Background: an optimization exercise with open tools, aiming at small area. Do not read the settings as production practice. Where RTL was checked, it was by simulation tests only, not by an equivalence proof against the original. No functional check of the RTL was part of run 2. No run shown here takes its clock network from TritonCTS; it comes from the design's own scripts or RTL. The clock port is modelled as an ideal driver, which makes a skipped or thinned clock tree look cheaper than it is; a real chip needs a root buffer or a tree. No activity file was given, so power comes from the tool's default toggle rates.

[flow/config.mk]
export PLATFORM = sky130hd
export DESIGN_NAME = vending_machine
export DESIGN_NICKNAME = vending_machine
export VERILOG_FILES = /design/flow/design.v
export SDC_FILE = /design/flow/constraint.sdc
export NUM_CORES = 4
export LEC_CHECK = 0
export CAP_MARGIN = 20
export CORE_MARGIN = 2
export CORE_UTILIZATION = 40
export SLEW_MARGIN = 20
[flow/constraint.sdc]
create_clock -name core_clock -period 10.0 [get_ports {CLK}]
set_input_delay 2.0000 -clock core_clock [delete_from_list [all_inputs] [get_ports {CLK}]]
set_output_delay 2.0000 -clock core_clock [all_outputs]
set_load 0.01 [all_outputs]
[flow/design.v]
`timescale 1ns / 1ps
module vending_machine(
    input CLK,
    input RESET,
    input RELOAD,
    input CARD_IN,
    input [3:0] ITEM_CODE,
    input KEY_PRESS,
    input VALID_TRAN,
    input DOOR_OPEN,
    output VEND,
    output INVALID_SEL,
    output [2:0] COST,
    output FAILED_TRAN
    );
	localparam RST = 4'd0, IDLE = 4'd1, RELOADING = 4'd2, AD0 = 4'd3, AD1 = 4'd4,
	           WT0 = 4'd5, WT1 = 4'd6, CV = 4'd7, INV = 4'd8, AV = 4'd9, WTR = 4'd10,
	           TF = 4'd11, VS = 4'd12, WV = 4'd13, OD = 4'd14;
	reg [3:0] S, NS;
	reg tstart;
	reg [1:0] tc;
	reg cnt;
	reg h;
	reg [3:0] dd;
	reg ld1, ld2;
	reg [6:0] pr [0:9];
	wire valid = ~(dd[3] & (dd[2] | dd[1]));
	reg [9:0] sel;
	reg [6:0] cur;
	integer j;
	always @(*) begin
		cur = 7'd0;
		for (j = 0; j < 10; j = j + 1) begin
			sel[j] = (dd == j);
			cur = cur | (pr[j] & {7{sel[j]}});
		end
	end
	wire nz = h ? (cur >= 7'd11) : (cur % 7'd11 != 7'd0);
	wire t2 = (tc == 2'd2);
	always @(*) begin
		NS = S; cnt = 1'b0; ld1 = 1'b0; ld2 = 1'b0;
		case (S)
			RST: NS = IDLE;
			IDLE: NS = RELOAD ? RELOADING : CARD_IN ? AD0 : IDLE;
			RELOADING: NS = IDLE;
			AD0: begin
				cnt = 1'b1;
				if (KEY_PRESS) begin ld1 = 1'b1; NS = AD1; end
				else NS = WT0;
			end
			AD1: begin
				if (KEY_PRESS) begin ld2 = 1'b1; NS = CV; end
				else begin NS = WT1; cnt = 1'b1; end
			end
			WT0: begin
				if (t2) NS = INV;
				else if (KEY_PRESS) begin ld1 = 1'b1; NS = AD1; end
				else cnt = 1'b1;
			end
			WT1: begin
				if (t2) NS = INV;
				else if (KEY_PRESS) begin ld2 = 1'b1; NS = CV; end
				else cnt = 1'b1;
			end
			CV: NS = (valid && nz) ? AV : INV;
			INV: NS = IDLE;
			AV: begin
				if (VALID_TRAN) NS = VS;
				else begin NS = WTR; cnt = 1'b1; end
			end
			WTR: begin
				if (t2) NS = TF;
				else if (VALID_TRAN) NS = VS;
				else cnt = 1'b1;
			end
			TF: NS = IDLE;
			VS: begin
				if (DOOR_OPEN) NS = OD;
				else begin NS = WV; cnt = 1'b1; end
			end
			WV: begin
				if (t2) NS = IDLE;
				else if (DOOR_OPEN) NS = OD;
				else cnt = 1'b1;
			end
			OD: NS = DOOR_OPEN ? OD : IDLE;
			default: NS = IDLE;
		endcase
	end
	always @(posedge CLK) begin
		if (RESET) begin
			S <= RST; tstart <= 1'b0; tc <= 2'd0;
		end else begin
			S <= NS;
			tstart <= (S == AD0 || S == AD1 || S == AV || S == VS) && !tstart;
			if (tstart) tc <= 2'd0;
			else if (cnt) tc <= tc + 2'd1;
		end
	end
	always @(posedge CLK) begin
		if (ld1) begin
			h <= ITEM_CODE[0];
			dd <= {4{|ITEM_CODE[3:1]}};
		end else if (ld2)
			dd <= dd | ITEM_CODE;
	end
	wire st_rst = (S == RST), st_rel = (S == RELOADING), st_vs = (S == VS);
	wire [6:0] bus = st_rst ? 7'd0 : st_rel ? 7'd120 : cur - (h ? 7'd11 : 7'd1);
	integer i;
	always @(posedge CLK) begin
		for (i = 0; i < 10; i = i + 1)
			if (st_rst || st_rel || (st_vs && sel[i])) pr[i] <= bus;
	end
	wire active = (S == AV) || (S == WTR) || (S == TF) || (S == VS) || (S == WV) || (S == OD);
	assign VEND = (S == VS) || (S == WV) || (S == OD);
	assign INVALID_SEL = (S == INV);
	assign FAILED_TRAN = (S == TF);
	reg [2:0] cls;
	always @(*) begin
		case ({h, dd})
			5'h00, 5'h01, 5'h02, 5'h03: cls = 3'd1;
			5'h04, 5'h05, 5'h06, 5'h07: cls = 3'd2;
			5'h08, 5'h09, 5'h10, 5'h11: cls = 3'd3;
			5'h12, 5'h13, 5'h14, 5'h15: cls = 3'd4;
			5'h16, 5'h17: cls = 3'd5;
			default: cls = 3'd6;
		endcase
	end
	assign COST = active ? cls : 3'd0;
endmodule
[flow/flow/run.sh]
#!/bin/bash
# Layout flow: the standard ORFS flow, except that the combinational logic
# is mapped with area-oriented ABC scripts (flow/area*.abc, run by
# flow/synth.tcl, which keeps the smallest result and is otherwise
# synth_recipe.tcl), adders are
# left to ABC, ports are buffered with buf_1 and the clock tree uses small
# buffers (flow/cts_hook.tcl). Each tool's output goes to the ORFS logs under orfs/logs and to
# make.log in this folder.
set -euo pipefail
W=$(pwd)
export MY_ABC_SCRIPTS="$W/flow/area1.abc $W/flow/area2.abc $W/flow/area3.abc $W/flow/area4.abc"
export CTS_NLEAF=5 CTS_LEAF_BUF=sky130_fd_sc_hd__clkbuf_8 CTS_ROOT_BUF=sky130_fd_sc_hd__clkbuf_2
ARGS=(
  -C "$FLOW_HOME"
  DESIGN_CONFIG="$FLOW_CONFIG"
  WORK_HOME="$W/orfs"
  CLKGATE_MAP_FILE=
  ADDER_MAP_FILE=
  SYNTH_SCRIPT="$W/flow/synth.tcl"
  CAP_MARGIN=20 SLEW_MARGIN=20 CORE_MARGIN=2
  CORE_UTILIZATION=65 PLACE_DENSITY=0.75
  BUFFER_PORTS_ARGS="-buffer_cell sky130_fd_sc_hd__buf_1"
  GPL_TIMING_DRIVEN=0
  PRE_CTS_TCL="$W/flow/cts_hook.tcl"
)
make "${ARGS[@]}" finish > "$W/make.log" 2>&1
R=$W/orfs/results/$FLOW_PLATFORM/vending_machine/base
: # left out here: write the final layout as DEF
[flow/flow/area1.abc]
strash
&get -n
&deepsyn -T 60 -S 1
&dch
&nf -R 1000
&put
topo
[flow/flow/area2.abc]
strash
&get -n
&deepsyn -T 60 -S 2
&dch
&nf -R 1000
&put
topo
[flow/flow/area3.abc]
strash
&get -n
&deepsyn -T 60 -S 3
&dch
&nf -R 1000
&put
topo
[flow/flow/area4.abc]
strash
&get -n
&deepsyn -T 60 -S 4
&dch
&nf -R 1000
&put
topo
[flow/flow/cts_hook.tcl]
# Clock tree (replaces TritonCTS): CTS_NLEAF leaf buffers, each driving the
# flip-flops of one cluster found by k-means on their placed positions, fed
# by one root buffer (CTS_ROOT_BUF) at their centre, which the clock port
# drives. Then the design is legalized and saved as ORFS's
# CTS step would save it, and the step ends here.
set nleaf $::env(CTS_NLEAF)
set bufname $::env(CTS_LEAF_BUF)
set db [ord::get_db]
set block [ord::get_db_block]
set master [$db findMaster $bufname]
set clkport [$block findBTerm CLK]
set clk [$clkport getNet]

set sinks {}
foreach it [$clk getITerms] {
  set bb [[$it getInst] getBBox]
  lappend sinks [list $it [expr {([$bb xMin] + [$bb xMax]) / 2.0}] [expr {([$bb yMin] + [$bb yMax]) / 2.0}]]
}
set n [llength $sinks]
puts "clock tree: $n sinks, $nleaf leaf buffers ($bufname)"

# k-means, seeded with sinks spread along the sorted x+y order
set order [lsort -real -index 0 [lmap s $sinks {list [expr {[lindex $s 1] + [lindex $s 2]}] $s}]]
set cx {}; set cy {}
for {set k 0} {$k < $nleaf} {incr k} {
  set s [lindex [lindex $order [expr {int(($k + 0.5) * $n / $nleaf)}]] 1]
  lappend cx [lindex $s 1]; lappend cy [lindex $s 2]
}
set cap [expr {int(ceil(double($n) / $nleaf))}]
for {set iter 0} {$iter < 50} {incr iter} {
  # capacity-limited assignment: nearest centre with room, sinks taken in
  # order of how much they prefer their best centre
  set prefs {}
  set idx 0
  foreach s $sinks {
    set ds {}
    for {set k 0} {$k < $nleaf} {incr k} {
      set dx [expr {[lindex $s 1] - [lindex $cx $k]}]
      set dy [expr {[lindex $s 2] - [lindex $cy $k]}]
      lappend ds [list [expr {abs($dx) + abs($dy)}] $k]
    }
    set ds [lsort -real -index 0 $ds]
    lappend prefs [list [expr {[lindex $ds 1 0] - [lindex $ds 0 0]}] $idx $ds]
    incr idx
  }
  set prefs [lsort -real -decreasing -index 0 $prefs]
  set cnt [lrepeat $nleaf 0]
  set asg [lrepeat $n 0]
  foreach p $prefs {
    foreach d [lindex $p 2] {
      set k [lindex $d 1]
      if {[lindex $cnt $k] < $cap} {
        lset cnt $k [expr {[lindex $cnt $k] + 1}]
        lset asg [lindex $p 1] $k
        break
      }
    }
  }
  set sx [lrepeat $nleaf 0.0]; set sy [lrepeat $nleaf 0.0]
  for {set i 0} {$i < $n} {incr i} {
    set k [lindex $asg $i]; set s [lindex $sinks $i]
    lset sx $k [expr {[lindex $sx $k] + [lindex $s 1]}]
    lset sy $k [expr {[lindex $sy $k] + [lindex $s 2]}]
  }
  for {set k 0} {$k < $nleaf} {incr k} {
    if {[lindex $cnt $k] > 0} {
      lset cx $k [expr {[lindex $sx $k] / [lindex $cnt $k]}]
      lset cy $k [expr {[lindex $sy $k] / [lindex $cnt $k]}]
    }
  }
}
puts "clock tree: cluster sizes $cnt"

set rootmaster [$db findMaster $::env(CTS_ROOT_BUF)]
set root [odb::dbInst_create $block $rootmaster "clkbuf_root"]
set rootnet [odb::dbNet_create $block "clknet_root"]
$rootnet setSigType CLOCK
[$root findITerm A] connect $clk
[$root findITerm X] connect $rootnet
set mx 0.0; set my 0.0
for {set k 0} {$k < $nleaf} {incr k} {
  set mx [expr {$mx + [lindex $cx $k] / $nleaf}]
  set my [expr {$my + [lindex $cy $k] / $nleaf}]
}
$root setLocation [expr {int($mx - [$rootmaster getWidth] / 2)}] [expr {int($my)}]
$root setPlacementStatus PLACED
for {set k 0} {$k < $nleaf} {incr k} {
  set inst [odb::dbInst_create $block $master "clkbuf_leaf_$k"]
  set net [odb::dbNet_create $block "clknet_leaf_$k"]
  $net setSigType CLOCK
  [$inst findITerm A] connect $rootnet
  [$inst findITerm X] connect $net
  $inst setLocation [expr {int([lindex $cx $k] - [$master getWidth] / 2)}] [expr {int([lindex $cy $k])}]
  $inst setPlacementStatus PLACED
  for {set i 0} {$i < $n} {incr i} {
    if {[lindex $asg $i] == $k} {
      set it [lindex [lindex $sinks $i] 0]
      $it disconnect
      $it connect $net
    }
  }
}
$clk setSigType CLOCK
global_connect

set_placement_padding -global \
  -left $::env(CELL_PAD_IN_SITES_DETAIL_PLACEMENT) \
  -right $::env(CELL_PAD_IN_SITES_DETAIL_PLACEMENT)
detailed_placement
check_placement -verbose

set_propagated_clock [all_clocks]
estimate_parasitics -placement
report_clock_skew
report_checks -path_delay min_max -format full_clock_expanded -group_path_count 1
orfs_write_db $::env(RESULTS_DIR)/4_1_cts.odb
orfs_write_sdc $::env(RESULTS_DIR)/4_cts.sdc
exit 0
[flow/flow/synth.tcl]
proc synth {args} { yosys synth -nofsm -noshare {*}$args }
# Map the combinational logic with each ABC script in MY_ABC_SCRIPTS and keep
# the smallest result. Everything else is synth_recipe.tcl unchanged.
proc abc {args} {
  set i [lsearch -exact $args -script]
  if { $i < 0 || ![info exists ::env(MY_ABC_SCRIPTS)] } {
    yosys abc {*}$args
    return
  }
  yosys design -save pre_abc
  set besta 1e18
  foreach scr $::env(MY_ABC_SCRIPTS) {
    yosys design -load pre_abc
    yosys abc {*}[lreplace $args [expr {$i + 1}] [expr {$i + 1}] $scr]
    set st [tee -q -s result.string stat {*}$::lib_args]
    if { ![regexp {Chip area for module[^:]*:\s*([0-9.]+)} $st -> area] } { error "no area for $scr" }
    puts "ABC script $scr: area $area"
    if { $area < $besta } {
      set besta $area
      yosys design -save best_abc
    }
  }
  puts "ABC best area $besta"
  yosys design -load best_abc
}
source $::env(SCRIPTS_DIR)/synth.tcl
# left out here: clear keep_hierarchy, flatten, clean up, hide names made inside functions, write 1_2_yosys.v
[flow/standard.sh]
#!/bin/bash
# synth_recipe.tcl (not shown) runs the flow's synth.tcl, then flattens the netlist and writes it again
# the make line also repeats each setting of config.mk as NAME=value (left out here)
make -C /OpenROAD-flow-scripts/flow DESIGN_CONFIG=/design/flow/config.mk WORK_HOME=/design/flow/orfs CLKGATE_MAP_FILE= SYNTH_SCRIPT=/design/flow/synth_recipe.tcl "${@:-finish}"
==> results of run 1 <==
==> logic make-up (layout without fill, tap and decap cells) <==
| kind of cell | after synthesis | after routing | synth area share [%] |
|---|---|---|---|
| xor+xnor | 4 | 4 | 1.009 |
| buf+inv | 4 | 27 | 0.4323 |
| compound gates | 87 | 87 | 16.47 |
| simple gates | 96 | 96 | 13.19 |
| flops | 82 | 82 | 68.90 |
==> registers in the layout (all words and copies together), names as in the netlist <==
name,count
dd,4
pr,70
h,1
tc,2
tstart,1
S,4
==> through the flow <==
stage / hold slack, ns / instance area, sq um / utilization, %
2_1_floorplan: 0.3988 / 3472 / -
3_3_place_gp: 0.4146 / 3620 / 70.42
3_5_place_dp: 0.4196 / 3640 / 70.81
5_1_grt: 0.4480 / 3724 / 72.44
6_report: 0.4303 / 3724 / 72.44
==> final timing paths <==
kind	startpoint	end	slack, ns	cells after the start
max reg2reg	dd[3]	pr[1][6]	5.49	12
min reg2reg	tstart	tstart	0.43	1
max	dd[3]	pr[1][6]	5.49	12
min	tstart	tstart	0.43	1
==> cell usage in the layout (no fill, tap or decap), drive strengths merged, types with 3 or more instances in the layout <==
cell type / instances
a211oi: 3
and2: 5
nor2b: 8
a22o: 3
nand2b: 8
nor2: 34
nand2: 18
nor3: 8
and3: 5
nand3: 3
dfxtp: 7
clkinv: 4
o221ai: 5
buf: 17
nor4: 3
o21ai: 21
edfxtp: 75
clkbuf: 6
a21oi: 22
a222oi: 9
o22ai: 8
o31ai: 6
==> layout make-up <==
cell class,count,area [sq um]
inverter,4,15.01
tap,70,87.58
fill,353,1416
buffer,6,73.82
timing repair buffer,17,65.06
multi-input combinational,187,1090
sequential,82,2392
==> worst reg2reg max path, stage by stage, from the launching register on <==
cell,delay (ns)
edfxtp_1,0.47
or2_0,0.74
nor2_1,0.34
a221oi_1,0.44
and3_1,0.29
xnor2_1,0.16
or2_0,0.17
o21ai_0,0.14
nand2b_1,0.21
a21oi_1,0.19
and2_0,0.24
nand3_1,0.14
a21oi_1,0.67
==> layer usage <==
metal  GRT usage, %  wire length [um]  up-vias
met5              0                 0        -
met4          5.893               139        0
met3          1.412               351       15
met2          37.54              3158       88
met1          35.81              3227     1132
li1               -                 -     1126
==> where the power goes <==
| part | switching (uW) | leakage (uW) | internal (uW) |
|---|---|---|---|
| clock | 89.6 | 0.0000401 | 47.2 |
| combinational | 343 | 0.000358 | 120 |
| sequential | 64.4 | 0.000808 | 688 |
==> cells in the mapped netlist, drive strengths merged, types with 4 or more instances <==
master  count
edfxtp     75
nor2       34
a21oi      22
o21ai      21
nand2      18
a222oi      9
nand2b      8
nor2b       8
nor3        8
o22ai       8
dfxtp       7
o31ai       6
and2        5
and3        5
o221ai      5
clkinv      4
==> impl_metrics.yaml, run 1 <==
run_status:
  status: "timing/DRC/antenna clean"
sta:
  rsz0062_at_grt: "false"
  timing.final.ws_setup_ns: 5.495
  max_freq_ghz: 0.2220
  finalSetupViolCount: 0
  maxSlewViolCount: 0
  finalHoldViolations: 0
  tightest_slew_ns: 1.102
  skew_ns: 0.004042
  fin_tns_setup_ns: 0
  finalCritPeriodShare_pct: 45.05
  min_period_ns: 4.505
  max_slew_margin_pct: 25.75
yosys:
  syn_area_sq_mm: 0.003472
  synth_top_area_share_pct: 64.86
  yosys_warnings: 2
  netlist_instances: 273
  synth_nets: 284
  synth_seq_area_share_pct: 68.90
  yosys_register_bits: 82
  synth_edf_count: 75
  async_flop_share_pct: 0
  avgSynthCellArea_sq_um: 12.72
  synth-main-ff-cell: "edfxtp_1"
  ys_types: 33
  ys_top_cells_by_area: "edfxtp_1 (65%), dfxtp_1 (4.0%), nor2_1 (3.7%)"
  synth_area_leader_cell: "edfxtp_1"
finish:
  fin_nets: 309
  antenna_cells: 0
  fin_cells: 366
  layout-drive-gt1-share_pct: 4.054
  syn2layout_area_growth_pct: 7.243
place:
  numPortBuffers: 16
  place_congestion: 0.8965
  dp_slack_ns: 5.702
  dp_hpwl_um: 4790
  dpl.cell_count: 360
die:
  row_count: 26
  core_sq_mm: 0.005140
  die_h_um: 77.09
  die-area_sq_mm: 0.005942
  die_x_um: 77.09
  io_pins: 17
  start_util_pct: 67.55
routing:
  postRouteAntennaNets: 0
  wl_um: 6876
  wl_per_cell_um: 18.79
  viasPerCell: 6.451
  drtIter0Drc: 236
  drc: 0
  vias: 2361
  first_pass_iters: 4
critical_path:
  crit_path_max_fanout: 14
  crit_required_ns: 10.13
  max_stage_delay_ns: 0.73
  critPathSlowestCell: "or2_0"
  start_kind: "register"
  end_kind: "register"
  crit_chain: "or2_0 -> nor2_1 -> a221oi_1 -> and3_1 -> xnor2_1 -> or2_0 -> o21ai_0 -> nand2b_1 -> a21oi_1 -> and2_0 -> nand3_1 -> a21oi_1"
  path_delay_family: "simple AND/OR/NAND/NOR gates"
  crit_type: "reg2reg"
  path_buf_inv: 0
  crit_arrival_ns: 4.64
power:
  leakage_uw: 0.001206
  power.density_mw_per_mm2: 362.9
  finalPower_uw: 1351
  vdd_drop_max_mv: 0.2415
global_routing:
  grt_max_degree: 18
  grt_overflow: 0
  grt_usage_pct: 23.42
  grt_pass1_wl_um: 10980
  antenna_found_initial: 0
  grt_pass1_vias: 2214
flow_run:
  drv_cap: 0
cts:
  worstSkewPairLatency_ns: 0.44
  clkSlewWorstSetupHoldPaths_ns: 0.10
worst_hold_path:
  min_path_type: "reg2reg"
==> run 2, diff against run 1 <==
--- a/flow/design.v
+++ b/flow/design.v
@@ -13,9 +13,9 @@
     output [2:0] COST,
     output FAILED_TRAN
     );
-	localparam RST = 4'd0, IDLE = 4'd1, RELOADING = 4'd2, AD0 = 4'd3, AD1 = 4'd4,
-	           WT0 = 4'd5, WT1 = 4'd6, CV = 4'd7, INV = 4'd8, AV = 4'd9, WTR = 4'd10,
-	           TF = 4'd11, VS = 4'd12, WV = 4'd13, OD = 4'd14;
+	localparam RST = 4'd2, IDLE = 4'd5, RELOADING = 4'd1, AD0 = 4'd15, AD1 = 4'd10,
+	           WT0 = 4'd8, WT1 = 4'd9, CV = 4'd12, INV = 4'd14, AV = 4'd3, WTR = 4'd13,
+	           TF = 4'd6, VS = 4'd4, WV = 4'd11, OD = 4'd0;
 	reg [3:0] S, NS;
 	reg tstart;
 	reg [1:0] tc;
==> impl_metrics.yaml, run 2 <==
yosys:
  ys_top_cells_by_area: "edfxtp_1 (64%), a222oi_1 (5.4%), dfxtp_1 (4.0%)"
  yosys_register_bits: 82
  async_flop_share_pct: 0
  yosys_warnings: 2
  avgSynthCellArea_sq_um: 12.70
  synth-main-ff-cell: "edfxtp_1"
  synthMostInstantiatedCell: "edfxtp_1"
  ys_types: 33
  synth_seq_area_share_pct: 67.54
  synth_common_cells: "edfxtp_1 (75), nor2_1 (35), nand2_1 (21), a222oi_1 (19), a21oi_1 (16)"
  netlist_instances: 279
  syn_area_sq_mm: 0.003542
  synth_top_area_share_pct: 63.58
  synth_edf_count: 75
  synth_nets: 290
  synth_area_leader_cell: "edfxtp_1"
critical_path:
  crit_path_max_fanout: 10
  start_kind: "register"
  crit_type: "reg2out"
  crit_required_ns: 8.00
  crit_arrival_ns: 2.41
  end_kind: "primary output"
routing:
  wl_um: 8212
  drc: 0
  postRouteAntennaNets: 0
  drtIter0Drc: 360
  vias: 2489
  viasPerCell: 6.655
  first_pass_iters: 5
  wl_per_cell_um: 21.96
power:
  pwr-share-clk_pct: 10.7
  sw_frac_of_total_pct: 36.04
  p_sw_uw: 461.4
  finalPower_uw: 1280
  power.density_mw_per_mm2: 333.7
  p_seq_share_pct: 56.4
  vdd_drop_max_mv: 0.2162
  internal_power_uw: 818.8
  leakage_uw: 0.001226
  p_comb_share_pct: 32.8
sta:
  maxSlewViolCount: 0
  skew_ns: 0.01043
  tightest_slew_ns: 0.9222
  finalSetupViolCount: 0
  fin_tns_setup_ns: 0
  finalCritPeriodShare_pct: 44.15
  max_freq_ghz: 0.2265
  fin_worst_hold_slack_ns: 0.4712
  max_slew_margin_pct: 38.11
  rsz0062_at_grt: "false"
  min_period_ns: 4.415
  finalHoldViolations: 0
die:
  die_h_um: 77.82
  row_count: 26
  core_sq_mm: 0.005172
  io_pins: 17
  die-area_sq_mm: 0.006056
  start_util_pct: 68.48
  die_x_um: 77.82
finish:
  antenna_cells: 0
  fin_nets: 317
  layout-drive-gt1-share_pct: 6.250
  final_common_cell: "edfxtp_1"
  top_regs: "pr (70), S (4), dd (4)"
  nFillCells: 364
  largest_reg_flops: 70
  syn2layout_area_growth_pct: 8.301
  mostFrequentLayoutCells: "edfxtp_1 (75), nor2_1 (35), nand2_1 (21)"
  regMostFlops: "pr"
global_routing:
  grt_max_degree: 18
  grt_pass1_wl_um: 12390
  grt_overflow: 0
  grt_usage_pct: 27.52
  antenna_found_initial: 0
  grt_pass1_vias: 2309
place:
  numPortBuffers: 16
  place_congestion: 0.9778
  dp_hpwl_um: 5541
flow_run:
  drv_cap: 0
worst_hold_path:
  min_path_type: "reg2reg"
cts:
  clkSlewWorstSetupHoldPaths_ns: 0.09
  worstSkewPairLatency_ns: 0.49
run_status:
  status: "timing/DRC/antenna clean"
[run 2: kinds of logic (layout without fill, tap and decap cells)]
| kind of cell | after synthesis | in the layout | synth area share (%) |
|---|---|---|---|
| xor+xnor | 4 | 4 | 0.9892 |
| fa+ha+maj | 2 | 2 | 0.5652 |
| flops | 82 | 82 | 67.54 |
| compound gates | 71 | 71 | 14.62 |
| buf+inv | 8 | 33 | 0.8478 |
| simple gates | 112 | 112 | 15.44 |
[run 2: final cells by class]
class,count,area [sq um],area share (%)
Inverter,8,30.03,0.7828
Sequential cell,82,2392,62.36
Multi-Input combinational cell,189,1170,30.50
Buffer,6,73.82,1.924
Tap cell,70,87.58,2.283
Timing Repair Buffer,19,82.58,2.153
[run 2: metrics by stage]
stage	setup WS [ns]	cells	util [%]	area, sq um
after floorplan	6.387	279	-	3542
after global placement	5.695	365	71.34	3690
after detailed placement	5.801	368	72.74	3762
after global routing	5.400	374	74.17	3836
final	5.585	374	74.17	3836
[run 2: critical path: stages (launching register included)]
cell      delay, ns
dfxtp_1        0.53
nor2_1         0.15
nand2_1        0.34
nand2_1        0.18
nor4_1         0.47
a221oi_1       0.10
buf_1          0.16
[run 2: final timing paths]
path | startpoint | slack, ns | cells after the start | to
setup / recovery | S[1] | 5.59 | 6 | COST[0]
hold / removal | tstart | 0.47 | 1 | tc[1]
setup reg to reg | dd[0] | 5.68 | 12 | pr[2][6]
hold reg to reg | tstart | 0.47 | 1 | tc[1]
[run 2: routing by layer]
layer / track usage (%) / up-vias / routed length, um
met5: 0 / - / 0
met2: 45.69 / 134 / 3903
li1: - / 1154 / -
met4: 5.536 / 0 / 132
met3: 3.721 / 10 / 832
met1: 39.59 / 1191 / 3343
[run 2: power by group through the flow]
| stage | Clock [uW] | Sequential (uW) | Combinational [uW] |
|---|---|---|---|
| 2_1_floorplan | 0 | 707 | 267 |
| 3_3_place_gp | 0 | 725 | 386 |
| 3_5_place_dp | 0 | 729 | 414 |
| 5_1_grt | 150 | 736 | 467 |
| 6_report | 137 | 723 | 421 |
==> run 3, diff against run 2 <==
--- a/flow/design.v
+++ b/flow/design.v
@@ -13,9 +13,9 @@
     output [2:0] COST,
     output FAILED_TRAN
     );
-	localparam RST = 4'd2, IDLE = 4'd5, RELOADING = 4'd1, AD0 = 4'd15, AD1 = 4'd10,
-	           WT0 = 4'd8, WT1 = 4'd9, CV = 4'd12, INV = 4'd14, AV = 4'd3, WTR = 4'd13,
-	           TF = 4'd6, VS = 4'd4, WV = 4'd11, OD = 4'd0;
+	localparam RST = 4'd0, IDLE = 4'd1, RELOADING = 4'd2, AD0 = 4'd3, AD1 = 4'd4,
+	           WT0 = 4'd5, WT1 = 4'd6, CV = 4'd7, INV = 4'd8, AV = 4'd9, WTR = 4'd10,
+	           TF = 4'd11, VS = 4'd12, WV = 4'd13, OD = 4'd14;
 	reg [3:0] S, NS;
 	reg tstart;
 	reg [1:0] tc;
==> flow/flow/run.sh (replaced) <==
#!/bin/bash
# Layout flow: the standard ORFS flow, except that
# - the combinational logic is mapped with area-oriented ABC scripts
#   (flow/area*.abc, run by flow/synth.tcl, which keeps the smallest result
#   and is otherwise synth_recipe.tcl), and adders are left to ABC;
# - ports are buffered with buf_1 and resizing aims at the library limits;
# - the clock tree is built by flow/cts_hook.tcl: one clkbuf_2 root and five
#   clkbuf_8 leaves over k-means clusters of the flip-flops.
# Each tool's output goes to the ORFS logs under orfs/logs and to make.log
# and write_def.log in this folder.
set -euo pipefail
W=$(pwd)
export MY_ABC_SCRIPTS="$W/flow/area1.abc $W/flow/area2.abc $W/flow/area3.abc $W/flow/area4.abc"
export CTS_NLEAF=5 CTS_LEAF_BUF=sky130_fd_sc_hd__clkbuf_8 CTS_ROOT_BUF=sky130_fd_sc_hd__clkbuf_2
ARGS=(
  -C "$FLOW_HOME"
  DESIGN_CONFIG="$FLOW_CONFIG"
  WORK_HOME="$W/orfs"
  CLKGATE_MAP_FILE=
  ADDER_MAP_FILE=
  SYNTH_SCRIPT="$W/flow/synth.tcl"
  CAP_MARGIN=0 SLEW_MARGIN=0 CORE_MARGIN=2
  CORE_UTILIZATION=65 PLACE_DENSITY=0.75
  BUFFER_PORTS_ARGS="-buffer_cell sky130_fd_sc_hd__buf_1"
  GPL_TIMING_DRIVEN=0
  PRE_CTS_TCL="$W/flow/cts_hook.tcl"
)
make "${ARGS[@]}" finish > "$W/make.log" 2>&1
R=$W/orfs/results/$FLOW_PLATFORM/vending_machine/base
: # left out here: write the final layout as DEF
==> flow/flow/area1.abc (replaced) <==
strash
&get -n
&deepsyn -J 500 -T 240 -S 3
&dch
&nf -R 1000 -C 32 -F 8 -A 4
&put
topo
==> flow/flow/area2.abc (replaced) <==
strash
&get -n
&deepsyn -J 500 -T 240 -S 6
&dch
&nf -R 1000 -C 32 -F 8 -A 4
&put
topo
==> flow/flow/area3.abc (replaced) <==
strash
&get -n
&deepsyn -J 500 -T 240 -S 4
&dch
&nf -R 1000 -C 32 -F 8 -A 4
&put
topo
==> flow/flow/area4.abc (replaced) <==
strash
&get -n
&deepsyn -J 500 -T 240 -S 7
&dch
&nf -R 1000 -C 32 -F 8 -A 4
&put
topo
==> impl_metrics.yaml, run 3 <==
yosys:
  synth_area_leader_cell: "edfxtp_1"
  yosys_warnings: 2
  synth_top_area_share_pct: 65.17
  yosys_register_bits: 82
  netlist_instances: 261
  avgSynthCellArea_sq_um: 13.24
  syn_area_sq_mm: 0.003456
  synth_seq_area_share_pct: 69.23
  synth-main-ff-cell: "edfxtp_1"
  synth_edf_count: 75
  ys_types: 35
  async_flop_share_pct: 0
  synthMostInstantiatedCell: "edfxtp_1"
  synth_common_cells: "edfxtp_1 (75), nor2_1 (26), nand2_1 (20), a222oi_1 (19), a21oi_1 (18)"
  synth_nets: 272
  ys_top_cells_by_area: "edfxtp_1 (65%), a222oi_1 (5.5%), dfxtp_1 (4.1%)"
finish:
  syn2layout_area_growth_pct: 7.784
  final_common_cell: "edfxtp_1"
  layout-drive-gt1-share_pct: 4.530
  largest_reg_flops: 70
  multi_input_area_sq_mm: 0.001036
  regArea_sq_mm: 0.002392
  fin_nets: 300
  regMostFlops: "pr"
  fin_cells: 357
  mostFrequentLayoutCells: "edfxtp_1 (75), nor2_1 (26), nand2_1 (20)"
  antenna_cells: 0
  nFillCells: 360
  top_regs: "pr (70), S (4), dd (4)"
  stdcell_area_sq_mm: 0.003725
critical_path:
  start_kind: "register"
  reg2reg_from: "dd[0]"
  crit_chain: "clkinv_1 -> nor3_1 -> a222oi_1 -> and4_1 -> xnor2_1 -> o22ai_1 -> or2_0 -> nand2_1 -> o21ai_0 -> or2_0 -> nor2_1 -> nor2_1 -> a21oi_1"
  crit_required_ns: 10.16
  r2r-end: "pr[1][5]"
  crit_arrival_ns: 5.01
  crit_path_start: "dd[0]"
  path_buf_inv: 1
  crit_cells: 13
  end_kind: "register"
  crit_type: "reg2reg"
  max_stage_delay_ns: 1.12
  crit_path_max_fanout: 10
  r2r_cells: 13
  path_delay_family: "simple AND/OR/NAND/NOR gates"
  reg2reg_slack_ns: 5.15
  critPathSlowestCell: "nor3_1"
place:
  numPortBuffers: 16
  dp_hpwl_um: 5201
  placed_area_sq_mm: 0.003651
  place_congestion: 0.8565
  dpl.cell_count: 351
run_status:
  status: "timing/DRC/antenna clean"
global_routing:
  grt_max_degree: 18
  grt_pass1_vias: 2260
  antenna_found_initial: 0
  grt_overflow: 0
  grt_usage_pct: 26.25
  grt_pass1_wl_um: 11960
cts:
  clkSlewWorstSetupHoldPaths_ns: 0.10
  worstSkewPairLatency_ns: 0.46
sta:
  min_period_ns: 4.849
  fin_tns_setup_ns: 0
  finalHoldViolations: 0
  max_slew_margin_pct: 6.413
  skew_ns: 0.006630
  finalSetupViolCount: 0
  tightest_slew_ns: 1.389
  rsz0062_at_grt: "false"
  max_freq_ghz: 0.2062
  maxSlewViolCount: 0
  finalCritPeriodShare_pct: 48.49
worst_hold_path:
  hold_end: "tc[1]"
  hp-start: "tstart"
  min_path_type: "reg2reg"
  hold-path-cell-count: 1
routing:
  drc: 0
  first_pass_iters: 5
  wl_um: 7671
  postRouteAntennaNets: 0
  wl_per_cell_um: 21.49
  drtIter0Drc: 273
  viasPerCell: 6.639
  vias: 2370
die:
  core_sq_mm: 0.005107
  start_util_pct: 67.66
  die_h_um: 76.92
  die-area_sq_mm: 0.005916
  die_x_um: 76.92
  row_count: 26
  io_pins: 17
power:
  vdd_drop_max_mv: 0.2100
  leakage_uw: 0.001218
  power.density_mw_per_mm2: 348.1
flow_run:
  drv_cap: 0
## run 3: stage by stage
| stage | total power [uW] | setup WS (ns) | util [%] | hold slack [ns] |
|---|---|---|---|---|
| finish | 1297 | 5.151 | 72.93 | 0.4305 |
| detailed placement | 1161 | 5.248 | 71.48 | 0.4226 |
| floorplan | 998.9 | 6.173 | - | 0.3988 |
| global route | 1367 | 4.750 | 72.93 | 0.4504 |
| global placement | 1129 | 4.677 | 70.55 | 0.4119 |
## run 3: kinds of logic after synthesis
| family | synth area share (%) |
|---|---|
| mux | 0.2897 |
| buf+inv | 1.303 |
| xor+xnor | 1.521 |
| simple gates | 12.56 |
| fa+ha+maj | 0.2897 |
| compound gates | 14.81 |
| flops | 69.23 |
## run 3: cell type report
class,count,share of cell area [%]
timing repair buffer,20,2.419
tap,70,2.351
buffer,6,1.982
inverter,12,1.209
sequential,82,64.23
multi-input combinational,167,27.81
## run 3: worst max path at each step
stage	to	slack [ns]
6_report	pr[1][5]	5.15
3_3_place_gp	pr[4][5]	4.68
2_1_floorplan	pr[0][5]	6.17
5_1_grt	pr[3][6]	4.75
3_5_place_dp	pr[0][6]	5.25
## run 3: report_power, final
group | leakage [uW] | switching [uW] | internal [uW]
combinational | 0.000361 | 315 | 109
sequential | 0.000817 | 67.0 | 670
clock | 0.0000401 | 89.2 | 47.1
## run 3: metal layers
metal | track usage (%) | vias to the layer above | wire [um]
li1 | - | 1112 | -
met1 | 39.29 | 1149 | 3281
met2 | 43.33 | 92 | 3702
met3 | 1.647 | 17 | 542
met4 | 5.455 | 0 | 144
met5 | 0 | - | 0
==> run 4, diff against run 3 <==
--- a/flow/flow/synth.tcl
+++ b/flow/flow/synth.tcl
@@ -6,6 +6,10 @@
   if { $i < 0 || ![info exists ::env(MY_ABC_SCRIPTS)] } {
     yosys abc {*}$args
     return
+  }
+  # weak x0 cells whose x1 version has the same area are left out
+  foreach c {a21boi_0 and2_0 o21ai_0 o311ai_0 or2_0} {
+    lappend args -dont_use sky130_fd_sc_hd__$c
   }
   yosys design -save pre_abc
   set besta 1e18
==> impl_metrics.yaml, run 4 <==
yosys:
  synth-main-ff-cell: "edfxtp_1"
  avgSynthCellArea_sq_um: 13.24
  yosys_register_bits: 82
  synth_nets: 272
  yosys_warnings: 2
  synth_edf_count: 75
  synth_area_leader_cell: "edfxtp_1"
  synth_common_cells: "edfxtp_1 (75), nor2_1 (26), nand2_1 (20), a222oi_1 (19), a21oi_1 (18)"
  netlist_instances: 261
  synthMostInstantiatedCell: "edfxtp_1"
  ys_top_cells_by_area: "edfxtp_1 (65%), a222oi_1 (5.5%), dfxtp_1 (4.1%)"
  ys_types: 35
  async_flop_share_pct: 0
  syn_area_sq_mm: 0.003456
  synth_top_area_share_pct: 65.17
  synth_seq_area_share_pct: 69.23
critical_path:
  crit_arrival_ns: 5.03
  max_stage_delay_ns: 1.24
  start_kind: "register"
  crit_required_ns: 10.16
  crit_path_max_fanout: 10
  crit_chain: "clkinv_1 -> nor3_1 -> a222oi_1 -> and4_1 -> xnor2_1 -> o22ai_1 -> or2_1 -> nand2_1 -> o21ai_1 -> or2_1 -> nor2_1 -> nor2_1 -> a21oi_1"
  critPathSlowestCell: "nor3_1"
  crit_type: "reg2reg"
  end_kind: "register"
power:
  vdd_drop_max_mv: 0.1774
  leakage_uw: 0.001223
  power.density_mw_per_mm2: 349.4
  finalPower_uw: 1301
cts:
  worstSkewPairLatency_ns: 0.46
  clkSlewWorstSetupHoldPaths_ns: 0.10
global_routing:
  grt_usage_pct: 26.64
  grt_overflow: 0
  grt_pass1_wl_um: 12070
  antenna_found_initial: 0
  grt_max_degree: 18
  grt_pass1_vias: 2150
routing:
  wl_per_cell_um: 21.80
  wl_um: 7783
  postRouteAntennaNets: 0
  drtIter0Drc: 321
  vias: 2392
  first_pass_iters: 7
  drc: 0
  viasPerCell: 6.700
run_status:
  so_faults: "max-capacitance violations, max-slew violations"
  status: "complete, but fails checks"
finish:
  antenna_cells: 0
  fin_nets: 300
  mostFrequentLayoutCells: "edfxtp_1 (75), nor2_1 (26), nand2_1 (20)"
  regMostFlops: "pr"
  syn2layout_area_growth_pct: 7.712
  layout-drive-gt1-share_pct: 4.530
  top_regs: "pr (70), S (4), dd (4)"
  largest_reg_flops: 70
  final_common_cell: "edfxtp_1"
die:
  core_sq_mm: 0.005107
  io_pins: 17
  start_util_pct: 67.66
  die_x_um: 76.92
  row_count: 26
  die-area_sq_mm: 0.005916
  die_h_um: 76.92
sta:
  maxSlewViolCount: 9
  finalHoldViolations: 0
  min_period_ns: 4.864
  max_slew_margin_pct: -1.145
  max_freq_ghz: 0.2056
  finalSetupViolCount: 0
  skew_ns: 0.008318
  rsz0062_at_grt: "false"
  tightest_slew_ns: 1.506
  fin_tns_setup_ns: 0
  finalCritPeriodShare_pct: 48.64
flow_run:
  drv_cap: 1
place:
  dp_hpwl_um: 5151
  numPortBuffers: 16
  place_congestion: 0.8554
worst_hold_path:
  min_path_type: "reg2reg"
[run 4: cell families after synthesis]
kind of cell / Yosys count / synth area share, %
adder cells (fa/ha/maj): 1 / 0.2897
buffers and inverters: 12 / 1.303
XOR/XNOR: 6 / 1.521
flip-flops: 82 / 69.23
multiplexers: 1 / 0.2897
AND/OR/NAND/NOR: 86 / 12.56
AO/OA/AOI/OAI: 73 / 14.81
[run 4: where the power goes]
part	internal [uW]	leakage (uW)	switching (uW)
clock	47.1	0.0000401	90.9
sequential	669	0.000817	68.0
combinational	111	0.000366	314
[run 4: area by class of cell]
type	count	area [sq um]
Inverter	12	45.04
Timing Repair Buffer	20	87.58
Tap cell	70	87.58
Multi-Input combinational cell	167	1036
Sequential cell	82	2392
Fill cell	345	1385
Buffer	6	73.82
[run 4: path summary, 6_finish.rpt]
check / startpoint / end / slack, ns / cells past startpoint
max reg2reg: dd[0] / pr[6][5] / 5.14 / 13
min: tstart / tc[1] / 0.45 / 1
min reg2reg: tstart / tc[1] / 0.45 / 1
max: dd[0] / pr[6][5] / 5.14 / 13
[run 4: routing by layer]
metal  vias to the layer above  routed length (um)  global-route usage, %  share of wire, %
li1                       1106                   -                      -                 -
met1                      1156                3256                  41.47                42
met2                       115                3706                  41.75                48
met3                        15                 667                  1.765               8.6
met4                         0                 153                  6.727               2.0
met5                         -                   0                      0                 0
[run 4: critical path: cells and delay by family (launching register included)]
kind                      cells  cell delay [ns]
and+or+nand+nor               7             2.51
xor gates and xnor gates      1             0.25
buffers and inverters         1             0.30
DFF                           1             0.54
AOI/OAI and AO/OA             4             0.95
[run 4: per-stage QoR]
stage | util, % | hold WS, ns | instances | setup slack (ns) | instance area [sq um]
after floorplan | - | 0.3988 | 261 | 6.198 | 3456
after global placement | 70.55 | 0.4119 | 347 | 4.662 | 3603
after detailed placement | 71.24 | 0.4340 | 350 | 5.283 | 3638
after global routing | 72.88 | 0.4635 | 357 | 4.819 | 3722
final | 72.88 | 0.4455 | 357 | 5.136 | 3722
==> run 5, diff against run 4 <==
--- a/flow/flow/run.sh
+++ b/flow/flow/run.sh
@@ -19,7 +19,7 @@
   CLKGATE_MAP_FILE=
   ADDER_MAP_FILE=
   SYNTH_SCRIPT="$W/flow/synth.tcl"
-  CAP_MARGIN=0 SLEW_MARGIN=0 CORE_MARGIN=2
+  CAP_MARGIN=10 SLEW_MARGIN=10 CORE_MARGIN=2
   CORE_UTILIZATION=65 PLACE_DENSITY=0.75
   BUFFER_PORTS_ARGS="-buffer_cell sky130_fd_sc_hd__buf_1"
   GPL_TIMING_DRIVEN=0
==> impl_metrics.yaml, run 5 <==
sta:
  min_period_ns: 4.506
  rsz0062_at_grt: "false"
  finalSetupViolCount: 0
  fin_tns_setup_ns: 0
  finalCritPeriodShare_pct: 45.06
  tightest_slew_ns: 1.030
  max_slew_margin_pct: 30.87
  maxSlewViolCount: 0
  skew_ns: 0.008664
  finalHoldViolations: 0
  max_freq_ghz: 0.2219
yosys:
  synth_area_leader_cell: "edfxtp_1"
  synth_nets: 272
  yosys_register_bits: 82
  synth_common_cells: "edfxtp_1 (75), nor2_1 (26), nand2_1 (20), a222oi_1 (19), a21oi_1 (18)"
  synth_top_area_share_pct: 65.17
  synth-main-ff-cell: "edfxtp_1"
  synth_seq_area_share_pct: 69.23
  yosys_warnings: 2
  avgSynthCellArea_sq_um: 13.24
  async_flop_share_pct: 0
  ys_types: 35
  ys_top_cells_by_area: "edfxtp_1 (65%), a222oi_1 (5.5%), dfxtp_1 (4.1%)"
  syn_area_sq_mm: 0.003456
  synth_edf_count: 75
  synthMostInstantiatedCell: "edfxtp_1"
  netlist_instances: 261
finish:
  mostFrequentLayoutCells: "edfxtp_1 (75), nor2_1 (26), nand2_1 (20)"
  antenna_cells: 0
  nFillCells: 368
  regMostFlops: "pr"
  layout-drive-gt1-share_pct: 5.614
  multi_input_area_sq_mm: 0.001061
  largest_reg_flops: 70
  syn2layout_area_growth_pct: 8.074
  fin_nets: 298
  fin_util_pct: 73.13
  top_regs: "pr (70), S (4), dd (4)"
  regArea_sq_mm: 0.002392
  final_common_cell: "edfxtp_1"
die:
  die_h_um: 76.92
  core_sq_mm: 0.005107
  row_count: 26
  io_pins: 17
  die-area_sq_mm: 0.005916
  die_x_um: 76.92
  start_util_pct: 67.66
flow_run:
  drv_cap: 0
critical_path:
  crit_type: "reg2reg"
  crit_arrival_ns: 4.67
  crit_required_ns: 10.16
  crit_path_start: "dd[0]"
  reg2reg_from: "dd[0]"
  end_kind: "register"
  start_kind: "register"
  crit_path_max_fanout: 10
routing:
  first_pass_iters: 5
  vias: 2420
  wl_um: 7768
  viasPerCell: 6.817
  postRouteAntennaNets: 0
  drtIter0Drc: 319
  wl_per_cell_um: 21.88
  drc: 0
place:
  numPortBuffers: 16
  place_congestion: 0.8554
  dp_hpwl_um: 5153
global_routing:
  grt_max_degree: 18
  grt_pass1_wl_um: 11980
  grt_usage_pct: 26.75
  grt_pass1_vias: 2202
  antenna_found_initial: 0
  grt_overflow: 0
worst_hold_path:
  min_path_type: "reg2reg"
  hp-start: "tstart"
cts:
  clkSlewWorstSetupHoldPaths_ns: 0.10
  worstSkewPairLatency_ns: 0.46
power:
  vdd_drop_max_mv: 0.2047
  power.density_mw_per_mm2: 348.6
  leakage_uw: 0.001220
run_status:
  status: "timing/DRC/antenna clean"
[run 5: layout make-up]
type                    count  area share [%]
flip-flops and latches     82           64.05
multi-input cells         167           28.41
well taps                  70           2.345
repair buffers             18           2.010
plain buffers               6           1.977
inverters                  12           1.206
[run 5: per-stage QoR]
stage          hold slack [ns]  setup WS [ns]  cells  power (uW)  instance area, sq um
2_1_floorplan           0.3988          6.198    261        1006                  3456
3_3_place_gp            0.4119          4.662    347        1139                  3603
3_5_place_dp            0.4335          5.257    349        1162                  3651
5_1_grt                 0.4626          5.203    355        1371                  3735
6_report                0.4421          5.494    355        1302                  3735
[run 5: routing by layer]
layer / vias up / share of wire [%] / global-route usage (%)
li1: 1104 / - / -
met3: 20 / 9.5 / 2.235
met2: 144 / 47 / 42.02
met4: 0 / 2.7 / 7.818
met1: 1152 / 41 / 40.75
met5: - / 0 / 0
[run 5: worst paths after layout]
check	endpoint	slack [ns]	cells past startpoint
worst max-delay path	pr[3][5]	5.49	13
worst min-delay path	tc[1]	0.44	1
worst max register to register	pr[3][5]	5.49	13
worst min register to register	tc[1]	0.44	1
[run 5: critical path, cell delays in order, from the launching register on]
cell and delay [ns]:
edfxtp_1 0.58, clkinv_1 0.35, nor2_1 0.73, a222oi_1 0.24, and4_1 0.34, xnor2_1 0.26
o22ai_1 0.14, or2_1 0.28, nand2_1 0.07, o21ai_1 0.07, or2_1 0.28, nor2_1 0.20
nor2_1 0.07, a21oi_1 0.59
[run 5: cell families (layout without fill, tap and decap cells)]
logic type | Yosys count | count (layout) | synth area share [%]
DFF | 82 | 82 | 69.23
muxes | 1 | 1 | 0.2897
and+or+nand+nor | 86 | 86 | 12.56
adders and majority gates | 1 | 1 | 0.2897
buffers and inverters | 12 | 36 | 1.303
AOI/OAI and AO/OA | 73 | 73 | 14.81
xor gates and xnor gates | 6 | 6 | 1.521
[run 5: power by group]
| part | internal [uW] | switching, uW |
|---|---|---|
| clock network | 47.1 | 90.8 |
| registers | 669 | 67.8 |
| logic | 109 | 318 |
| total | 825 | 477 |
==> run 6, diff against run 5 <==
--- a/flow/flow/run.sh
+++ b/flow/flow/run.sh
@@ -20,7 +20,7 @@
   ADDER_MAP_FILE=
   SYNTH_SCRIPT="$W/flow/synth.tcl"
   CAP_MARGIN=10 SLEW_MARGIN=10 CORE_MARGIN=2
-  CORE_UTILIZATION=65 PLACE_DENSITY=0.75
+  CORE_UTILIZATION=75 PLACE_DENSITY=0.85
   BUFFER_PORTS_ARGS="-buffer_cell sky130_fd_sc_hd__buf_1"
   GPL_TIMING_DRIVEN=0
   PRE_CTS_TCL="$W/flow/cts_hook.tcl"
==> impl_metrics.yaml, run 6 <==
run_status:
  status: "timing/DRC/antenna clean"
yosys:
  ys_top_cells_by_area: "edfxtp_1 (65%), a222oi_1 (5.5%), dfxtp_1 (4.1%)"
  yosys_warnings: 2
  yosys_register_bits: 82
  netlist_instances: 261
  syn_area_sq_mm: 0.003456
  synthMostInstantiatedCell: "edfxtp_1"
  async_flop_share_pct: 0
  synth_area_leader_cell: "edfxtp_1"
  synth_edf_count: 75
  ys_types: 35
  avgSynthCellArea_sq_um: 13.24
  synth_nets: 272
  synth_top_area_share_pct: 65.17
  synth_seq_area_share_pct: 69.23
  synth_common_cells: "edfxtp_1 (75), nor2_1 (26), nand2_1 (20), a222oi_1 (19), a21oi_1 (18)"
  synth-main-ff-cell: "edfxtp_1"
sta:
  maxSlewViolCount: 0
  finalHoldViolations: 0
  max_freq_ghz: 0.2103
  rsz0062_at_grt: "false"
  min_period_ns: 4.755
  skew_ns: 0.01154
  finalCritPeriodShare_pct: 47.55
  finalSetupViolCount: 0
  timing.final.ws_setup_ns: 5.245
  tightest_slew_ns: 1.312
  fin_tns_setup_ns: 0
  max_slew_margin_pct: 11.88
critical_path:
  path_delay_family: "simple AND/OR/NAND/NOR gates"
  crit_arrival_ns: 4.95
  reg2reg_slack_ns: 5.24
  reg2reg_from: "dd[0]"
  r2r-end: "pr[6][6]"
  start_kind: "register"
  r2r_cells: 13
  max_stage_delay_ns: 1.04
  crit_path_max_fanout: 10
  crit_chain: "clkinv_1 -> nor3_1 -> a222oi_1 -> and4_1 -> xnor2_1 -> o22ai_1 -> or2_1 -> nand2_1 -> o21ai_1 -> or2_1 -> nor2_1 -> nand2_1 -> a21oi_1"
  end_kind: "register"
  crit_required_ns: 10.19
  crit_cells: 13
  path_buf_inv: 1
  crit_type: "reg2reg"
  critPathSlowestCell: "nor3_1"
global_routing:
  grt_pass1_wl_um: 12350
  grt_pass1_vias: 2386
  grt_max_degree: 18
  grt_usage_pct: 32.27
  grt_overflow: 0
  antenna_found_initial: 0
routing:
  drtIter0Drc: 513
  first_pass_iters: 6
  wl_um: 8088
  viasPerCell: 7.335
  drc: 0
  wl_per_cell_um: 24.00
  vias: 2472
  postRouteAntennaNets: 0
power:
  vdd_drop_max_mv: 0.2020
  leakage_uw: 0.001217
  power.density_mw_per_mm2: 356.4
die:
  start_util_pct: 78.82
  io_pins: 17
  die_h_um: 71.88
  row_count: 24
  core_sq_mm: 0.004384
  die-area_sq_mm: 0.005167
  die_x_um: 71.88
finish:
  layout-drive-gt1-share_pct: 4.561
  nFillCells: 224
  largest_reg_flops: 70
  top_regs: "pr (70), S (4), dd (4)"
  multi_input_area_sq_mm: 0.001046
  antenna_cells: 0
  regArea_sq_mm: 0.002392
  fin_nets: 298
  final_common_cell: "edfxtp_1"
  mostFrequentLayoutCells: "edfxtp_1 (75), nor2_1 (26), nand2_1 (20)"
  regMostFlops: "pr"
  syn2layout_area_growth_pct: 6.988
worst_hold_path:
  hold_end: "tc[1]"
  hp-start: "tstart"
  min_path_type: "reg2reg"
  hold-path-cell-count: 1
cts:
  clkSlewWorstSetupHoldPaths_ns: 0.10
  worstSkewPairLatency_ns: 0.49
place:
  dp_hpwl_um: 5343
  place_congestion: 0.8938
  numPortBuffers: 16
  dp_slack_ns: 5.393
flow_run:
  drv_cap: 0
[run 6: changes by cell type in the layout (fill, tap and decap cells not counted)]
cell     previous run  this run
nor3_1              4         6
nor3_2              2         0
o31ai_2             4         3
o31ai_1             1         2
[run 6: worst max path at each step]
stage               startpoint  endpoint
floorplan                dd[0]  pr[0][5]
global placement         dd[0]  pr[5][5]
detailed placement       dd[0]  pr[7][5]
global route             dd[0]  pr[3][5]
finish                   dd[0]  pr[6][6]
[run 6: area by class of cell]
cell class	instances	area share [%]
flip-flops and latches	82	64.70
multi-input cells	167	28.29
repair buffers	18	2.030
plain buffers	6	1.997
well taps	52	1.760
inverters	12	1.218
[run 6: logic make-up (layout without fill, tap and decap cells)]
kind of cell	after synthesis	in the layout	share of synthesized area [%]
simple gates	86	86	12.56
flops	82	82	69.23
compound gates	73	73	14.81
buf+inv	12	36	1.303
xor+xnor	6	6	1.521
fa+ha+maj	1	1	0.2897
mux	1	1	0.2897
[run 6: metrics by stage]
step / instances / hold slack [ns] / total power, uW / utilization [%] / area [sq um]
2_1_floorplan: 261 / 0.3988 / 1006 / - / 3456
3_3_place_gp: 329 / 0.4101 / 1129 / 81.68 / 3581
3_5_place_dp: 331 / 0.4209 / 1172 / 82.65 / 3623
5_1_grt: 337 / 0.4607 / 1375 / 84.33 / 3697
6_report: 337 / 0.4418 / 1318 / 84.33 / 3697
[run 6: metal layers]
layer  up-vias  GRT usage [%]  part of all wire, %
met3        34          4.923                   13
li1       1101              -                    -
met2       173          53.19                   48
met4         0          9.224                  3.0
met5         -              0                    0
met1      1164          45.63                   35
[run 6: report_power, final]
part           total, uW  switching [uW]  internal [uW]
Sequential           744            73.6            670
Clock                141            94.2           47.0
Combinational        433             325            108
==> run 7, diff against run 6 <==
--- a/flow/flow/run.sh
+++ b/flow/flow/run.sh
@@ -19,8 +19,8 @@
   CLKGATE_MAP_FILE=
   ADDER_MAP_FILE=
   SYNTH_SCRIPT="$W/flow/synth.tcl"
-  CAP_MARGIN=10 SLEW_MARGIN=10 CORE_MARGIN=2
-  CORE_UTILIZATION=75 PLACE_DENSITY=0.85
+  CAP_MARGIN=0 SLEW_MARGIN=0 CORE_MARGIN=2
+  CORE_UTILIZATION=65 PLACE_DENSITY=0.75
   BUFFER_PORTS_ARGS="-buffer_cell sky130_fd_sc_hd__buf_1"
   GPL_TIMING_DRIVEN=0
   PRE_CTS_TCL="$W/flow/cts_hook.tcl"
==> flow/flow/area1.abc (replaced) <==
strash
&get -n
&deepsyn -J 500 -T 240 -S 3
&dch
&nf -R 1000
&put
topo
==> flow/flow/area2.abc (replaced) <==
strash
&get -n
&deepsyn -J 500 -T 240 -S 6
&dch
&nf -R 1000
&put
topo
==> flow/flow/area3.abc (replaced) <==
strash
&get -n
&deepsyn -J 500 -T 240 -S 7
&dch
&nf -R 1000
&put
topo
==> flow/flow/area4.abc (replaced) <==
strash
&get -n
&deepsyn -J 500 -T 240 -S 4
&dch
&nf -R 1000
&put
topo
--- a/flow/flow/synth.tcl
+++ b/flow/flow/synth.tcl
@@ -6,10 +6,6 @@
   if { $i < 0 || ![info exists ::env(MY_ABC_SCRIPTS)] } {
     yosys abc {*}$args
     return
-  }
-  # weak x0 cells whose x1 version has the same area are left out
-  foreach c {a21boi_0 and2_0 o21ai_0 o311ai_0 or2_0} {
-    lappend args -dont_use sky130_fd_sc_hd__$c
   }
   yosys design -save pre_abc
   set besta 1e18
==> impl_metrics.yaml, run 7 <==
worst_hold_path:
  min_path_type: "reg2reg"
  hold-path-cell-count: 1
routing:
  vias: 2387
  viasPerCell: 6.522
  postRouteAntennaNets: 0
  drc: 0
  wl_um: 6777
  drtIter0Drc: 204
  wl_per_cell_um: 18.52
  first_pass_iters: 6
yosys:
  ys_types: 33
  synth_seq_area_share_pct: 68.90
  avgSynthCellArea_sq_um: 12.72
  synth_top_area_share_pct: 64.86
  ys_top_cells_by_area: "edfxtp_1 (65%), dfxtp_1 (4.0%), nor2_1 (3.7%)"
  synth_common_cells: "edfxtp_1 (75), nor2_1 (34), a21oi_1 (22), o21ai_0 (21), nand2_1 (18)"
  netlist_instances: 273
  yosys_warnings: 2
  synth_area_leader_cell: "edfxtp_1"
  async_flop_share_pct: 0
  synth-main-ff-cell: "edfxtp_1"
  synth_edf_count: 75
  synth_nets: 284
  syn_area_sq_mm: 0.003472
  yosys_register_bits: 82
  synthMostInstantiatedCell: "edfxtp_1"
die:
  row_count: 26
  core_sq_mm: 0.005140
  die_x_um: 77.09
  start_util_pct: 67.55
  die-area_sq_mm: 0.005942
  io_pins: 17
  die_h_um: 77.09
finish:
  largest_reg_flops: 70
  syn2layout_area_growth_pct: 6.523
  nFillCells: 381
  antenna_cells: 0
  layout-drive-gt1-share_pct: 2.365
  top_regs: "pr (70), S (4), dd (4)"
  final_common_cell: "edfxtp_1"
  regArea_sq_mm: 0.002392
  multi_input_area_sq_mm: 0.001065
  regMostFlops: "pr"
  fin_nets: 309
  mostFrequentLayoutCells: "edfxtp_1 (75), nor2_1 (34), a21oi_1 (22)"
sta:
  finalHoldViolations: 0
  max_slew_margin_pct: 13.22
  fin_tns_setup_ns: 0
  min_period_ns: 4.325
  tightest_slew_ns: 1.291
  maxSlewViolCount: 0
  rsz0062_at_grt: "false"
  finalCritPeriodShare_pct: 43.25
  fin_worst_hold_slack_ns: 0.4349
  skew_ns: 0.007080
  max_freq_ghz: 0.2312
  finalSetupViolCount: 0
global_routing:
  grt_overflow: 0
  grt_max_degree: 18
  grt_pass1_vias: 2243
  antenna_found_initial: 0
  grt_usage_pct: 23.47
  grt_pass1_wl_um: 11120
critical_path:
  crit_arrival_ns: 4.48
  critPathSlowestCell: "or2_0"
  start_kind: "register"
  path_buf_inv: 0
  crit_cells: 12
  crit_type: "reg2reg"
  r2r_cells: 12
  max_stage_delay_ns: 0.65
  crit_path_max_fanout: 14
  crit_chain: "or2_0 -> nor2_1 -> a221oi_1 -> and3_1 -> xnor2_1 -> or2_0 -> o21ai_0 -> nand2b_1 -> a21oi_1 -> and2_0 -> nand3_1 -> a21oi_1"
  path_delay_family: "simple AND/OR/NAND/NOR gates"
  crit_required_ns: 10.15
  end_kind: "register"
power:
  vdd_drop_max_mv: 0.2355
  power.density_mw_per_mm2: 362.8
  leakage_uw: 0.001201
place:
  numPortBuffers: 16
  place_congestion: 0.8965
  dp_hpwl_um: 4765
run_status:
  status: "timing/DRC/antenna clean"
cts:
  clkSlewWorstSetupHoldPaths_ns: 0.10
  worstSkewPairLatency_ns: 0.45
flow_run:
  drv_cap: 0
[run 7: logic make-up after synthesis]
family	after synthesis	share of synthesized area, %
compound gates	87	16.47
xor+xnor	4	1.009
buf+inv	4	0.4323
flops	82	68.90
simple gates	96	13.19
[run 7: worst reg2reg max path, stage by stage, from the launching register on]
cell and delay [ns]:
edfxtp_1 0.47, or2_0 0.65, nor2_1 0.32, a221oi_1 0.43, and3_1 0.29, xnor2_1 0.16, or2_0 0.17, o21ai_0 0.14
nand2b_1 0.21, a21oi_1 0.19, and2_0 0.24, nand3_1 0.13, a21oi_1 0.64
[run 7: per-layer routing]
layer  wire length, um  GRT usage [%]
met5                 0              0
met4               123          5.893
met3               357          1.412
met2              3164          37.89
met1              3132          35.55
[run 7: where the power goes]
| group | switching, uW | total, uW | leakage [uW] | internal (uW) |
|---|---|---|---|---|
| Combinational | 339 | 454 | 0.000353 | 115 |
| Sequential | 63.2 | 752 | 0.000808 | 689 |
| Clock | 88.5 | 136 | 0.0000401 | 47.1 |
| Total | 491 | 1340 | 0.00120 | 851 |
[run 7: layout make-up]
class | instances | area share (%)
sequential | 82 | 64.68
multi-input combinational | 187 | 28.79
tap | 70 | 2.368
buffer | 6 | 1.996
timing repair buffer | 17 | 1.759
inverter | 4 | 0.4060
[run 7: path summary, 6_finish.rpt]
path | from | endpoint | slack (ns)
worst max-delay path | dd[3] | pr[1][6] | 5.67
worst min-delay path | tstart | tstart | 0.43
worst min register to register | tstart | tstart | 0.43
worst max register to register | dd[3] | pr[1][6] | 5.67
[run 7: stage by stage]
| step | utilization, % | setup slack [ns] | power, uW | area [sq um] | instances |
|---|---|---|---|---|---|
| 2_1_floorplan | - | 6.729 | 1055 | 3472 | 273 |
| 3_3_place_gp | 70.42 | 5.854 | 1191 | 3620 | 359 |
| 3_5_place_dp | 70.42 | 5.781 | 1206 | 3620 | 359 |
| 5_1_grt | 71.96 | 5.382 | 1427 | 3699 | 366 |
| 6_report | 71.96 | 5.675 | 1342 | 3699 | 366 |
==> run 8, diff against run 7 <==
--- a/flow/flow/run.sh
+++ b/flow/flow/run.sh
@@ -4,14 +4,14 @@
 #   (flow/area*.abc, run by flow/synth.tcl, which keeps the smallest result
 #   and is otherwise synth_recipe.tcl), and adders are left to ABC;
 # - ports are buffered with buf_1 and resizing aims at the library limits;
-# - the clock tree is built by flow/cts_hook.tcl: one clkbuf_2 root and five
-#   clkbuf_8 leaves over k-means clusters of the flip-flops.
+# - the clock tree is built by flow/cts_hook.tcl: one clkbuf_2 root and
+#   clkbuf_4 leaves (seven) over k-means clusters of the flip-flops.
 # Each tool's output goes to the ORFS logs under orfs/logs and to make.log
 # and write_def.log in this folder.
 set -euo pipefail
 W=$(pwd)
 export MY_ABC_SCRIPTS="$W/flow/area1.abc $W/flow/area2.abc $W/flow/area3.abc $W/flow/area4.abc"
-export CTS_NLEAF=5 CTS_LEAF_BUF=sky130_fd_sc_hd__clkbuf_8 CTS_ROOT_BUF=sky130_fd_sc_hd__clkbuf_2
+export CTS_NLEAF=7 CTS_LEAF_BUF=sky130_fd_sc_hd__clkbuf_4 CTS_ROOT_BUF=sky130_fd_sc_hd__clkbuf_2
 ARGS=(
   -C "$FLOW_HOME"
   DESIGN_CONFIG="$FLOW_CONFIG"
==> impl_metrics.yaml, run 8 <==
sta:
  finalSetupViolCount: 0
  max_freq_ghz: 0.2307
  rsz0062_at_grt: "false"
  finalHoldViolations: 0
  min_period_ns: 4.335
  timing.final.ws_setup_ns: 5.665
  fin_tns_setup_ns: 0
  finalCritPeriodShare_pct: 43.35
  maxSlewViolCount: 0
  skew_ns: 0.01295
  tightest_slew_ns: 1.289
  max_slew_margin_pct: 13.34
global_routing:
  grt_max_degree: 18
  grt_overflow: 0
  grt_pass1_wl_um: 11220
  grt_pass1_vias: 2266
  antenna_found_initial: 0
  grt_usage_pct: 23.78
yosys:
  synth_compound_area_share_pct: 16.47
  ys_top_cells_by_area: "edfxtp_1 (65%), dfxtp_1 (4.0%), nor2_1 (3.7%)"
  yosys_register_bits: 82
  synth_mux_area_share_pct: 0
  synth_nets: 284
  ys_types: 33
  synth_top_family_by_area: "compound AO/OA/AOI/OAI gates"
  avgSynthCellArea_sq_um: 12.72
  synth_edf_count: 75
  synthXorXnorAreaFrac_pct: 1.009
  async_flop_share_pct: 0
  synthMostInstantiatedCell: "edfxtp_1"
  synth_common_cells: "edfxtp_1 (75), nor2_1 (34), a21oi_1 (22), o21ai_0 (21), nand2_1 (18)"
  synthAdderAreaFrac_pct: 0
  synth_area_leader_cell: "edfxtp_1"
  syn_area_sq_mm: 0.003472
  synth_seq_area_share_pct: 68.90
  yosys_warnings: 2
  synth-main-ff-cell: "edfxtp_1"
  synth_top_area_share_pct: 64.86
  synth-simple-area-share_pct: 13.19
  netlist_instances: 273
critical_path:
  crit_path_max_fanout: 14
  reg2reg_slack_ns: 5.67
  crit_end: "pr[3][6]"
  start_kind: "register"
  crit_path_start: "dd[3]"
  end_kind: "register"
  reg2reg_from: "dd[3]"
  crit_arrival_ns: 4.51
  crit_type: "reg2reg"
  r2r_cells: 12
  crit_required_ns: 10.17
  r2r-end: "pr[3][6]"
routing:
  drc: 0
  vias: 2394
  postRouteAntennaNets: 0
  drtIter0Drc: 182
  viasPerCell: 6.505
  wl_per_cell_um: 18.63
  first_pass_iters: 4
  wl_um: 6855
finish:
  layout-drive-gt1-share_pct: 3.020
  top_regs: "pr (70), S (4), dd (4)"
  mostFrequentLayoutCells: "edfxtp_1 (75), nor2_1 (34), a21oi_1 (22)"
  fin_nets: 311
  antenna_cells: 0
  syn2layout_area_growth_pct: 6.054
  fin_util_pct: 71.64
  final_common_cell: "edfxtp_1"
  nFillCells: 392
  stdcell_area_sq_mm: 0.003682
  largest_reg_flops: 70
  regMostFlops: "pr"
power:
  sw_frac_of_total_pct: 36.99
  vdd_drop_max_mv: 0.1778
  leakage_uw: 0.001198
  p_seq_share_pct: 56.5
  finalPower_uw: 1331
  pwr-share-clk_pct: 9.4
  power.density_mw_per_mm2: 361.4
  p_comb_share_pct: 34.1
  p_sw_uw: 492.3
  internal_power_uw: 838.4
die:
  core_sq_mm: 0.005140
  row_count: 26
  die-area_sq_mm: 0.005942
  start_util_pct: 67.55
  die_x_um: 77.09
  io_pins: 17
  die_h_um: 77.09
cts:
  clkSlewWorstSetupHoldPaths_ns: 0.12
  worstSkewPairLatency_ns: 0.48
run_status:
  status: "timing/DRC/antenna clean"
flow_run:
  drv_cap: 0
place:
  dp_slack_ns: 5.781
  placed_area_sq_mm: 0.003620
  numPortBuffers: 16
  dp_hpwl_um: 4765
  place_congestion: 0.8965
worst_hold_path:
  min_path_type: "reg2reg"
## run 8: cell counts after synthesis
No cell type changed its count.
## run 8: worst min-delay path by stage
stage	start	endpoint	slack [ns]	cells after the start
global route	tstart	tstart	0.46	1
detailed placement	tstart	tstart	0.42	1
floorplan	tstart	tstart	0.40	1
global placement	tstart	tstart	0.41	1
finish	tstart	tstart	0.44	1
## run 8: metal layers
metal	vias to the layer above	share of wire, %	GRT usage [%]	wire (um)
met5	-	0	0	0
met4	0	2.1	6.786	144
met3	12	5.3	1.647	364
met2	78	47	37.54	3201
met1	1172	46	36.29	3145
li1	1132	-	-	-
## run 8: cell families after synthesis
family	after synthesis
flops	82
compound gates	87
xor+xnor	4
simple gates	96
buf+inv	4
## run 8: final cells by class
| cell class | instances | area, sq um | share of cell area (%) |
|---|---|---|---|
| Timing Repair Buffer | 17 | 65.06 | 1.767 |
| Multi-Input combinational cell | 187 | 1065 | 28.92 |
| Inverter | 4 | 15.01 | 0.4077 |
| Buffer | 8 | 57.56 | 1.563 |
| Sequential cell | 82 | 2392 | 64.97 |
| Tap cell | 70 | 87.58 | 2.379 |
## run 8: worst max-delay path, cell delays in order (launching register included)
cell      delay, ns
edfxtp_1       0.48
or2_0          0.64
nor2_1         0.32
a221oi_1       0.42
and3_1         0.29
xnor2_1        0.16
or2_0          0.17
o21ai_0        0.14
nand2b_1       0.21
a21oi_1        0.19
and2_0         0.24
nand3_1        0.13
a21oi_1        0.63
## run 8: per-stage QoR
| step | std cells | hold slack, ns |
|---|---|---|
| after global placement | 359 | 0.4146 |
| after floorplan | 273 | 0.3988 |
| after global routing | 368 | 0.4565 |
| final | 368 | 0.4383 |
| after detailed placement | 359 | 0.4238 |
## run 8: power by group through the flow
stage	logic, uW	clock network (uW)	registers [uW]
after floorplan	317	0	739
after global placement	435	0	756
after detailed placement	445	0	761
after global routing	506	139	771
final	454	125	752

[port drivers added, routing unchanged]
The flow's constraints put no driver on any port. The routed layouts listed below were extracted and timed again, unchanged, in two steps. Step 1 assumes that a clkbuf_16 drives the clock port and a buf_2 every other input. Step 2 also shifts input and output timing later by t, the mid clock arrival at the registers, as if the neighbouring blocks saw the same clock. Slacks: ideal ports / drivers / drivers and shift; pairs: ideal ports / drivers.
run | t, ns | slack for setup (ns) | hold WS [ns] | latest minus earliest clock arrival (ns) | worst register clock-pin slew, ns
run 1 | 0.459 | 5.495 / 5.495 / 5.495 | 0.430 / 0.430 / 0.430 | 0.004 / 0.004 | 0.10 / 0.10
run 2 | 0.510 | 5.585 / 5.556 / 5.675 | 0.471 / 0.471 / 0.471 | 0.011 / 0.010 | 0.10 / 0.10
run 3 | 0.478 | 5.151 / 5.151 / 5.151 | 0.430 / 0.430 / 0.430 | 0.007 / 0.007 | 0.10 / 0.10
run 4 | 0.481 | 5.136 / 5.136 / 5.136 | 0.446 / 0.446 / 0.446 | 0.008 / 0.009 | 0.10 / 0.10
run 5 | 0.481 | 5.494 / 5.494 / 5.494 | 0.442 / 0.442 / 0.442 | 0.009 / 0.009 | 0.10 / 0.10
run 6 | 0.512 | 5.245 / 5.245 / 5.245 | 0.442 / 0.442 / 0.442 | 0.011 / 0.012 | 0.10 / 0.10
run 7 | 0.474 | 5.675 / 5.675 / 5.675 | 0.435 / 0.435 / 0.435 | 0.007 / 0.007 | 0.10 / 0.10
run 8 | 0.498 | 5.665 / 5.665 / 5.665 | 0.438 / 0.438 / 0.438 | 0.013 / 0.013 | 0.12 / 0.12
